Background: an optimization exercise with open tools, aiming at small area and few clock cycles. Do not read the settings as production practice.
The RTL was checked by simulation tests, not by an equivalence proof against the original design.
Power figures rest on the tool's default switching activity, not on a simulated workload.

==> run a <==
==> flow/design.v <==
module nic_output_port_lookup #(
    parameter int unsigned C_M_AXIS_DATA_WIDTH = 512,
    parameter int unsigned C_S_AXIS_DATA_WIDTH = 512,
    parameter int unsigned C_M_AXIS_TUSER_WIDTH = 128,
    parameter int unsigned C_S_AXIS_TUSER_WIDTH = 128,
    parameter int unsigned SRC_PORT_POS = 16,
    parameter int unsigned DST_PORT_POS = 24,
    parameter int unsigned        C_S_AXI_DATA_WIDTH = 32,
    parameter int unsigned        C_S_AXI_ADDR_WIDTH = 12,
    parameter bit          [31:0] C_BASEADDR         = 32'h00000000
) (
    input axis_aclk,
    input axis_resetn,
    output [        C_M_AXIS_DATA_WIDTH - 1:0] m_axis_tdata,
    output [((C_M_AXIS_DATA_WIDTH / 8)) - 1:0] m_axis_tkeep,
    output [         C_M_AXIS_TUSER_WIDTH-1:0] m_axis_tuser,
    output                                     m_axis_tvalid,
    input                                      m_axis_tready,
    output                                     m_axis_tlast,
    input  [        C_S_AXIS_DATA_WIDTH - 1:0] s_axis_tdata,
    input  [((C_S_AXIS_DATA_WIDTH / 8)) - 1:0] s_axis_tkeep,
    input  [         C_S_AXIS_TUSER_WIDTH-1:0] s_axis_tuser,
    input                                      s_axis_tvalid,
    output                                     s_axis_tready,
    input                                      s_axis_tlast,
    input  [  C_S_AXI_ADDR_WIDTH-1 : 0] S_AXI_AWADDR,
    input                               S_AXI_AWVALID,
    input  [  C_S_AXI_DATA_WIDTH-1 : 0] S_AXI_WDATA,
    input  [C_S_AXI_DATA_WIDTH/8-1 : 0] S_AXI_WSTRB,
    input                               S_AXI_WVALID,
    input                               S_AXI_BREADY,
    input  [  C_S_AXI_ADDR_WIDTH-1 : 0] S_AXI_ARADDR,
    input                               S_AXI_ARVALID,
    input                               S_AXI_RREADY,
    output                              S_AXI_ARREADY,
    output [  C_S_AXI_DATA_WIDTH-1 : 0] S_AXI_RDATA,
    output [                     1 : 0] S_AXI_RRESP,
    output                              S_AXI_RVALID,
    output                              S_AXI_WREADY,
    output [                     1 : 0] S_AXI_BRESP,
    output                              S_AXI_BVALID,
    output                              S_AXI_AWREADY
);
  localparam int unsigned DW = C_M_AXIS_DATA_WIDTH;
  localparam int unsigned KW = C_M_AXIS_DATA_WIDTH / 8;
  localparam int unsigned UW = C_M_AXIS_TUSER_WIDTH;
  localparam int unsigned W = DW + KW + UW + 1;
  wire rst = ~axis_resetn;
  reg  [W-1:0] out_q;   
  reg  [W-1:0] skid_q;   
  reg          out_v;
  reg          skid_v;
  reg          out_first;   
  wire [W-1:0] s_beat = {s_axis_tlast, s_axis_tuser, s_axis_tkeep, s_axis_tdata};
  wire         out_ld = ~out_v | m_axis_tready;
  always @(posedge axis_aclk) begin
    if (~skid_v) skid_q <= s_beat;
    if (out_ld) out_q <= skid_v ? skid_q : s_beat;
  end
  always @(posedge axis_aclk) begin
    if (rst) begin
      out_v     <= 1'b0;
      skid_v    <= 1'b0;
      out_first <= 1'b1;
    end else begin
      if (out_ld) begin
        out_v  <= skid_v | s_axis_tvalid;
        skid_v <= 1'b0;
      end else if (s_axis_tvalid) begin
        skid_v <= 1'b1;
      end
      if (out_v & m_axis_tready) out_first <= m_axis_tlast;
    end
  end
  assign s_axis_tready = ~skid_v;
  assign m_axis_tvalid = out_v;
  assign m_axis_tdata  = out_q[DW-1:0];
  assign m_axis_tkeep  = out_q[DW+:KW];
  assign m_axis_tlast  = out_q[W-1];
  wire [UW-1:0] out_user = out_q[DW+KW+:UW];
  wire [7:0] src_port = out_user[SRC_PORT_POS+:8];
  wire [7:0] dst_port = ~|src_port ? 8'h01
                      : (src_port[1] | src_port[3] | src_port[5] | src_port[7]) ? {1'b0, src_port[7:1]}
                      : {src_port[6:0], 1'b0};
  assign m_axis_tuser = out_first
      ? {out_user[UW-1:DST_PORT_POS+8], dst_port, out_user[DST_PORT_POS-1:0]} : out_user;
  wire s_fire = s_axis_tvalid & ~skid_v;
  wire m_fire = out_v & m_axis_tready;
  wire in_pkt_end = s_fire & s_axis_tlast;
  wire out_pkt_end = m_fire & m_axis_tlast;
  wire out_pkt_begin = m_fire & out_first;
  wire [7:0] ip_protocol = m_axis_tdata[184+:8];
  wire [31:0] ip_src = m_axis_tdata[208+:32];
  wire [31:0] ip_dst = m_axis_tdata[240+:32];
  wire [15:0] udp_sp = m_axis_tdata[272+:16];
  wire [15:0] udp_dp = m_axis_tdata[288+:16];
  reg [31:0] tgtip_q;
  reg [15:0] tgtport_q;
  wire is_icmp = out_pkt_begin & (ip_protocol == 8'h01);
  wire is_tgtip = out_pkt_begin & (ip_dst == tgtip_q);
  wire is_tgtudp = out_pkt_begin & (ip_protocol == 8'h11) & (ip_src == 32'hC0A80001)
                 & (ip_dst == 32'hC0A80101) & (udp_sp == 16'd12345) & (udp_dp == tgtport_q);
  reg        wr_rdy;   
  reg        bvalid;
  reg        ar_rdy;
  reg        rvalid;
  reg [31:0] rdata;
  wire       wr_go = S_AXI_AWVALID & S_AXI_WVALID & ~wr_rdy;
  wire       rd_go = S_AXI_ARVALID & ~ar_rdy & ~rvalid;
  wire [11:0] waddr = S_AXI_AWADDR ^ C_BASEADDR[11:0];
  wire [11:0] raddr = S_AXI_ARADDR ^ C_BASEADDR[11:0];
  always @(posedge axis_aclk) begin
    if (rst) begin
      wr_rdy <= 1'b0;
      bvalid <= 1'b0;
      ar_rdy <= 1'b0;
      rvalid <= 1'b0;
    end else begin
      wr_rdy <= wr_go;
      if (wr_rdy) bvalid <= 1'b1;
      else if (S_AXI_BREADY) bvalid <= 1'b0;
      ar_rdy <= rd_go;
      if (ar_rdy) rvalid <= 1'b1;
      else if (S_AXI_RREADY) rvalid <= 1'b0;
    end
  end
  assign S_AXI_AWREADY = wr_rdy;
  assign S_AXI_WREADY  = wr_rdy;
  assign S_AXI_BVALID  = bvalid;
  assign S_AXI_BRESP   = 2'b00;
  assign S_AXI_ARREADY = ar_rdy;
  assign S_AXI_RVALID  = rvalid;
  assign S_AXI_RRESP   = 2'b00;
  assign S_AXI_RDATA   = rdata;
  function automatic [31:0] merge(input [31:0] old, input [31:0] d, input [3:0] s);
    for (int i = 0; i < 4; i++) merge[i*8+:8] = s[i] ? d[i*8+:8] : old[i*8+:8];
  endfunction
  wire wr_reset = wr_go & (waddr == 32'h8);
  wire wr_flip = wr_go & (waddr == 32'hC);
  wire wr_debug = wr_go & (waddr == 32'h10);
  wire wr_tgtip = wr_go & (waddr == 32'h20);
  wire wr_tgtport = wr_go & (waddr == 32'h2C);
  wire clear_all = rst | (wr_reset & S_AXI_WSTRB[0] & (S_AXI_WDATA[0] | S_AXI_WDATA[4]));
  wire rd_pktin = rd_go & (raddr == 32'h14);
  wire rd_pktout = rd_go & (raddr == 32'h18);
  wire rd_icmp = rd_go & (raddr == 32'h1C);
  wire rd_tgtipout = rd_go & (raddr == 32'h24);
  reg  [31:0] flip_q;
  reg  [31:0] debug_q;
  reg  [31:0] pktin_q;
  reg  [31:0] pktout_q;
  reg  [31:0] icmp_q;
  reg  [31:0] tgtipout_q;
  reg  [31:0] tgtipoutlst_q;
  reg  [31:0] tgtudpcnt_q;
  wire [31:0] tgtip_new = merge(tgtip_q, S_AXI_WDATA, S_AXI_WSTRB);
  wire [31:0] wdata_rst = S_AXI_WDATA & {32{axis_resetn}};
  always @(posedge axis_aclk) begin
    for (int b = 0; b < 4; b++) begin
      if (rst | (wr_flip & S_AXI_WSTRB[b])) flip_q[b*8+:8] <= wdata_rst[b*8+:8];
      if (rst | (wr_debug & S_AXI_WSTRB[b])) debug_q[b*8+:8] <= wdata_rst[b*8+:8];
      if (rst | (wr_tgtip & S_AXI_WSTRB[b])) tgtip_q[b*8+:8] <= wdata_rst[b*8+:8];
    end
    for (int b = 0; b < 2; b++)
      if (rst | (wr_tgtport & S_AXI_WSTRB[b])) tgtport_q[b*8+:8] <= wdata_rst[b*8+:8];
  end
  function automatic [31:0] ones_below(input [31:0] q);
    logic g, r;
    g = 1'b1;
    for (int k = 0; k < 8; k++) begin
      r = g;
      for (int j = 0; j < 4; j++) begin
        ones_below[4*k+j] = r;
        r = r & q[4*k+j];
      end
      g = g & (&q[4*k+:4]);
    end
  endfunction
  function automatic [31:0] count(input [31:0] q, input inc);
    logic [31:0] t;
    t = ones_below(q) & {32{inc}};
    count = {q[31] | t[31], q[30:0] ^ t[30:0]};
  endfunction
  function automatic [31:0] count32(input [31:0] q, input inc);
    count32 = q ^ (ones_below(q) & {32{inc}});
  endfunction
  always @(posedge axis_aclk) begin
    if (clear_all) begin
      pktin_q       <= 32'h0;
      pktout_q      <= 32'h0;
      icmp_q        <= 32'h0;
      tgtipout_q    <= 32'h0;
      tgtipoutlst_q <= 32'h0;
      tgtudpcnt_q   <= 32'h0;
    end else begin
      pktin_q     <= rd_pktin ? 32'h0 : count(pktin_q, in_pkt_end);
      pktout_q    <= rd_pktout ? 32'h0 : count(pktout_q, out_pkt_end);
      icmp_q      <= rd_icmp ? 32'h0 : count(icmp_q, is_icmp);
      tgtipout_q  <= rd_tgtipout ? 32'h0 : count(tgtipout_q, is_tgtip);
      tgtudpcnt_q <= count32(tgtudpcnt_q, is_tgtudp);
      if (wr_tgtip & (tgtip_new != tgtip_q)) tgtipoutlst_q <= tgtipout_q;
    end
  end
  always @(posedge axis_aclk) begin
    if (rst) rdata <= 32'h0;
    else if (rd_go) begin
      case (raddr)
        32'h0:          rdata <= 32'h0000DA02;
        32'h4:     rdata <= 32'h1;
        32'hC:        rdata <= ~flip_q;
        32'h10:       rdata <= debug_q;
        32'h14:       rdata <= pktin_q;
        32'h18:      rdata <= pktout_q;
        32'h1C:     rdata <= icmp_q;
        32'h20:   rdata <= tgtip_q;
        32'h24:    rdata <= tgtipout_q;
        32'h28: rdata <= tgtipoutlst_q;
        32'h2C:  rdata <= {16'h0, tgtport_q};
        32'h2E:   rdata <= tgtudpcnt_q;
        default:               rdata <= 32'hFEE1DEAD;
      endcase
    end
  end
endmodule
==> flow/flow/run.sh <==
#!/bin/bash
set -euo pipefail
bash standard.sh BUFFER_PORTS_ARGS="-buffer_cell sky130_fd_sc_hd__buf_1" \
  CTS_ARGS="-sink_clustering_enable -repair_clock_nets -dont_use_dummy_load" \
  DIE_AREA="0 0 450 450" CORE_AREA="10 10 440 440" finish > standard.log 2>&1
==> flow/standard.sh <==
#!/bin/bash
# synth_recipe.tcl (not shown) runs the flow's synth.tcl, then flattens the netlist and writes it again
# the make line also repeats each setting of config.mk as NAME=value (left out here)
make -C /OpenROAD-flow-scripts/flow DESIGN_CONFIG=/design/flow/config.mk WORK_HOME=/design/flow/orfs CLKGATE_MAP_FILE= SYNTH_SCRIPT=/design/flow/synth_recipe.tcl "${@:-finish}"
==> flow/config.mk <==
export PLATFORM = sky130hd
export DESIGN_NAME = nic_output_port_lookup
export DESIGN_NICKNAME = nic_output_port_lookup
export VERILOG_FILES = /design/flow/design.v
export SDC_FILE = /design/flow/constraint.sdc
export NUM_CORES = 4
export LEC_CHECK = 0
export CAP_MARGIN = 20
export CORE_AREA = 10 10 690 690
export DIE_AREA = 0 0 700 700
export SLEW_MARGIN = 20
==> flow/constraint.sdc <==
create_clock -name core_clock -period 4.0 [get_ports {axis_aclk}]
set_input_delay 0.8000 -clock core_clock [delete_from_list [all_inputs] [get_ports {axis_aclk}]]
set_output_delay 0.8000 -clock core_clock [all_outputs]
set_load 0.01 [all_outputs]
==> run b (differences from run a) <==
--- a/flow/design.v
+++ b/flow/design.v
@@ -154,35 +154,21 @@
   reg  [31:0] tgtipoutlst_q;
   reg  [31:0] tgtudpcnt_q;
   wire [31:0] tgtip_new = merge(tgtip_q, S_AXI_WDATA, S_AXI_WSTRB);
-  wire [31:0] wdata_rst = S_AXI_WDATA & {32{axis_resetn}};
-  always @(posedge axis_aclk) begin
-    for (int b = 0; b < 4; b++) begin
-      if (rst | (wr_flip & S_AXI_WSTRB[b])) flip_q[b*8+:8] <= wdata_rst[b*8+:8];
-      if (rst | (wr_debug & S_AXI_WSTRB[b])) debug_q[b*8+:8] <= wdata_rst[b*8+:8];
-      if (rst | (wr_tgtip & S_AXI_WSTRB[b])) tgtip_q[b*8+:8] <= wdata_rst[b*8+:8];
-    end
-    for (int b = 0; b < 2; b++)
-      if (rst | (wr_tgtport & S_AXI_WSTRB[b])) tgtport_q[b*8+:8] <= wdata_rst[b*8+:8];
-  end
-  function automatic [31:0] ones_below(input [31:0] q);
-    logic g, r;
-    g = 1'b1;
-    for (int k = 0; k < 8; k++) begin
-      r = g;
-      for (int j = 0; j < 4; j++) begin
-        ones_below[4*k+j] = r;
-        r = r & q[4*k+j];
-      end
-      g = g & (&q[4*k+:4]);
-    end
-  endfunction
-  function automatic [31:0] count(input [31:0] q, input inc);
-    logic [31:0] t;
-    t = ones_below(q) & {32{inc}};
-    count = {q[31] | t[31], q[30:0] ^ t[30:0]};
-  endfunction
-  function automatic [31:0] count32(input [31:0] q, input inc);
-    count32 = q ^ (ones_below(q) & {32{inc}});
+  always @(posedge axis_aclk) begin
+    if (rst) begin
+      flip_q    <= 32'h0;
+      debug_q   <= 32'h0;
+      tgtip_q   <= 32'h0;
+      tgtport_q <= 16'h0;
+    end else begin
+      if (wr_flip) flip_q <= merge(flip_q, S_AXI_WDATA, S_AXI_WSTRB);
+      if (wr_debug) debug_q <= merge(debug_q, S_AXI_WDATA, S_AXI_WSTRB);
+      if (wr_tgtip) tgtip_q <= tgtip_new;
+      if (wr_tgtport) tgtport_q <= merge({16'h0, tgtport_q}, S_AXI_WDATA, S_AXI_WSTRB) & 32'hFFFF;
+    end
+  end
+  function automatic [31:0] count(input [31:0] c, input inc);
+    count = {c[31] | (&c[30:0] & inc), c[30:0] + {30'h0, inc}};
   endfunction
   always @(posedge axis_aclk) begin
     if (clear_all) begin
@@ -197,7 +183,7 @@
       pktout_q    <= rd_pktout ? 32'h0 : count(pktout_q, out_pkt_end);
       icmp_q      <= rd_icmp ? 32'h0 : count(icmp_q, is_icmp);
       tgtipout_q  <= rd_tgtipout ? 32'h0 : count(tgtipout_q, is_tgtip);
-      tgtudpcnt_q <= count32(tgtudpcnt_q, is_tgtudp);
+      tgtudpcnt_q <= tgtudpcnt_q + {31'h0, is_tgtudp};
       if (wr_tgtip & (tgtip_new != tgtip_q)) tgtipoutlst_q <= tgtipout_q;
     end
   end
==> flow/run.sh (new file) <==
#!/bin/bash
# synth_recipe.tcl (not shown) runs the flow's synth.tcl, then flattens the netlist and writes it again
# the make line also repeats each setting of config.mk as NAME=value (left out here)
make -C /OpenROAD-flow-scripts/flow DESIGN_CONFIG=/design/flow/config.mk WORK_HOME=/design/flow/orfs CLKGATE_MAP_FILE= SYNTH_SCRIPT=/design/flow/synth_recipe.tcl finish
removed: flow/flow/run.sh
removed: flow/standard.sh
==> run c (differences from run a) <==
--- a/flow/design.v
+++ b/flow/design.v
@@ -154,35 +154,21 @@
   reg  [31:0] tgtipoutlst_q;
   reg  [31:0] tgtudpcnt_q;
   wire [31:0] tgtip_new = merge(tgtip_q, S_AXI_WDATA, S_AXI_WSTRB);
-  wire [31:0] wdata_rst = S_AXI_WDATA & {32{axis_resetn}};
-  always @(posedge axis_aclk) begin
-    for (int b = 0; b < 4; b++) begin
-      if (rst | (wr_flip & S_AXI_WSTRB[b])) flip_q[b*8+:8] <= wdata_rst[b*8+:8];
-      if (rst | (wr_debug & S_AXI_WSTRB[b])) debug_q[b*8+:8] <= wdata_rst[b*8+:8];
-      if (rst | (wr_tgtip & S_AXI_WSTRB[b])) tgtip_q[b*8+:8] <= wdata_rst[b*8+:8];
-    end
-    for (int b = 0; b < 2; b++)
-      if (rst | (wr_tgtport & S_AXI_WSTRB[b])) tgtport_q[b*8+:8] <= wdata_rst[b*8+:8];
-  end
-  function automatic [31:0] ones_below(input [31:0] q);
-    logic g, r;
-    g = 1'b1;
-    for (int k = 0; k < 8; k++) begin
-      r = g;
-      for (int j = 0; j < 4; j++) begin
-        ones_below[4*k+j] = r;
-        r = r & q[4*k+j];
-      end
-      g = g & (&q[4*k+:4]);
-    end
-  endfunction
-  function automatic [31:0] count(input [31:0] q, input inc);
-    logic [31:0] t;
-    t = ones_below(q) & {32{inc}};
-    count = {q[31] | t[31], q[30:0] ^ t[30:0]};
-  endfunction
-  function automatic [31:0] count32(input [31:0] q, input inc);
-    count32 = q ^ (ones_below(q) & {32{inc}});
+  always @(posedge axis_aclk) begin
+    if (rst) begin
+      flip_q    <= 32'h0;
+      debug_q   <= 32'h0;
+      tgtip_q   <= 32'h0;
+      tgtport_q <= 16'h0;
+    end else begin
+      if (wr_flip) flip_q <= merge(flip_q, S_AXI_WDATA, S_AXI_WSTRB);
+      if (wr_debug) debug_q <= merge(debug_q, S_AXI_WDATA, S_AXI_WSTRB);
+      if (wr_tgtip) tgtip_q <= tgtip_new;
+      if (wr_tgtport) tgtport_q <= merge({16'h0, tgtport_q}, S_AXI_WDATA, S_AXI_WSTRB) & 32'hFFFF;
+    end
+  end
+  function automatic [31:0] count(input [31:0] c, input inc);
+    count = {c[31] | (&c[30:0] & inc), c[30:0] + {30'h0, inc}};
   endfunction
   always @(posedge axis_aclk) begin
     if (clear_all) begin
@@ -197,7 +183,7 @@
       pktout_q    <= rd_pktout ? 32'h0 : count(pktout_q, out_pkt_end);
       icmp_q      <= rd_icmp ? 32'h0 : count(icmp_q, is_icmp);
       tgtipout_q  <= rd_tgtipout ? 32'h0 : count(tgtipout_q, is_tgtip);
-      tgtudpcnt_q <= count32(tgtudpcnt_q, is_tgtudp);
+      tgtudpcnt_q <= tgtudpcnt_q + {31'h0, is_tgtudp};
       if (wr_tgtip & (tgtip_new != tgtip_q)) tgtipoutlst_q <= tgtipout_q;
     end
   end
==> flow/flow/run.sh (replaced) <==
#!/bin/bash
# Standard ORFS layout; the port buffers use the smallest buffer cell, smaller clock tree.
set -euo pipefail
bash standard.sh BUFFER_PORTS_ARGS="-buffer_cell sky130_fd_sc_hd__buf_1" \
  CTS_BUF_LIST="sky130_fd_sc_hd__clkbuf_8 sky130_fd_sc_hd__clkbuf_4" CTS_CLUSTER_SIZE=24 \
  DIE_AREA="0 0 450 450" CORE_AREA="10 10 440 440" finish > standard.log 2>&1
==> run d (differences from run a) <==
--- a/flow/design.v
+++ b/flow/design.v
@@ -53,21 +53,26 @@
   reg          out_first;   
   wire [W-1:0] s_beat = {s_axis_tlast, s_axis_tuser, s_axis_tkeep, s_axis_tdata};
   wire         out_ld = ~out_v | m_axis_tready;
-  always @(posedge axis_aclk) begin
-    if (~skid_v) skid_q <= s_beat;
-    if (out_ld) out_q <= skid_v ? skid_q : s_beat;
+  reg skid_e;
+  wire [W-1:0] beat = (skid_q & {W{skid_v}}) | (s_beat & {W{skid_e}});
+  always @(posedge axis_aclk) begin
+    skid_q <= beat;
+    if (out_ld) out_q <= beat;
   end
   always @(posedge axis_aclk) begin
     if (rst) begin
       out_v     <= 1'b0;
       skid_v    <= 1'b0;
+      skid_e    <= 1'b1;
       out_first <= 1'b1;
     end else begin
       if (out_ld) begin
         out_v  <= skid_v | s_axis_tvalid;
         skid_v <= 1'b0;
+        skid_e <= 1'b1;
       end else if (s_axis_tvalid) begin
         skid_v <= 1'b1;
+        skid_e <= 1'b0;
       end
       if (out_v & m_axis_tready) out_first <= m_axis_tlast;
     end
@@ -202,8 +207,7 @@
     end
   end
   always @(posedge axis_aclk) begin
-    if (rst) rdata <= 32'h0;
-    else if (rd_go) begin
+    if (rd_go) begin
       case (raddr)
         32'h0:          rdata <= 32'h0000DA02;
         32'h4:     rdata <= 32'h1;
==> flow/flow/run.sh (replaced) <==
#!/bin/bash
set -euo pipefail
bash standard.sh BUFFER_PORTS_ARGS="-buffer_cell sky130_fd_sc_hd__buf_1" \
  CTS_ARGS="-sink_clustering_enable -repair_clock_nets -dont_use_dummy_load -sink_clustering_size 30 -sink_clustering_max_diameter 70" \
  DIE_AREA="0 0 450 450" CORE_AREA="10 10 440 440" finish > standard.log 2>&1
==> notes <==
In sequential power, run c and run b hardly differ.
Against run d, the first-iteration DRC count of run b is lower by about 40%.
Register-to-register slack, lowest first: run b, run c, run d, run a.
Against run d, the combinational power of run c is higher by 19%.
Utilization: run b < run d < run a < run c.
Against run a, the die area of run b is larger by 140%.
==> figures <==
| quantity | run b | run d | run c | run a |
|---|---|---|---|---|
| Total leakage power | 0.0323 uW | 0.0260 uW | 0.0294 uW | 0.0253 uW |
| GRT Resource Usage Total | 0.144 | 0.330 | 0.356 | 0.310 |
| Post-layout min period | 3.78 ns | 3.89 ns | 3.83 ns | 3.75 ns |
| Routed met3 length | 42600 microns | 59000 microns | 46200 microns | 39500 microns |
| Multi-input combinational cell count | 2376 | 1908 | 2376 | 1994 |
| Mux share of post-synthesis cell area | 0.137 | 0.00181 | 0.137 | 0.124 |
| Outcome | finished clean | finished clean | finished clean | finished clean |
| Crit path DAT | 4.50 ns | 3.09 ns | 3.03 ns | 2.95 ns |
| Final cycle utilization of the critical path | 0.944 | 0.972 | 0.957 | 0.936 |
| Stages on the worst setup path | 14 | 5 | 5 | 4 |
| CP startpoint | tgtport_q[7] | out_q[597] | out_q[597] | out_q[595] |
| Ratio of layout area to synthesized area | 1.388x | 1.109x | 1.218x | 1.133x |
| Power in sequential cells | 20300 uW | 21000 uW | 20300 uW | 20700 uW |
| Sequential area share after synthesis | 0.627 | 0.685 | 0.627 | 0.660 |
Testbench counts of run a, summed over its fixed seeds: cycles 25,265.
Testbench counts of run b, summed over its fixed seeds: cycles 25,265.
Testbench counts of run c, summed over its fixed seeds: cycles 25,265.
Testbench counts of run d, summed over its fixed seeds: cycles 25,265.

[port drivers added, routing unchanged]
No port has a modelled driver above. Below, the same layouts with a new extraction and two added sets of constraints. Step 1 sets driving cells, clkbuf_16 on the clock port and buf_2 on the other inputs (assumed; they add their load-dependent delay and slew). Step 2 moves the port delays by t, midway between the first and last clock arrival at a register: inputs arrive t later, outputs are due t later. That takes back most of the time a late clock gives input paths. Three values: no drivers, after step 1, after step 2; two values: the first two.
run | t (ns) | setup slack, ns | clock arrival spread, ns
run a | 0.879 | 0.255 / 0.163 / 0.441 | 0.072 / 0.071
run b | 0.980 | 0.223 / 0.151 / -0.460 | 0.106 / 0.106
run c | 1.093 | 0.171 / 0.077 / -0.056 | 0.086 / 0.086
run d | 0.840 | 0.111 / 0.023 / 0.178 | 0.144 / 0.144
Met with ideal ports but missed after step 2: setup timing in run b and run c. The setup slack of run b, which loses most, moves by -0.072 ns with the drivers and by -0.683 ns with both steps.
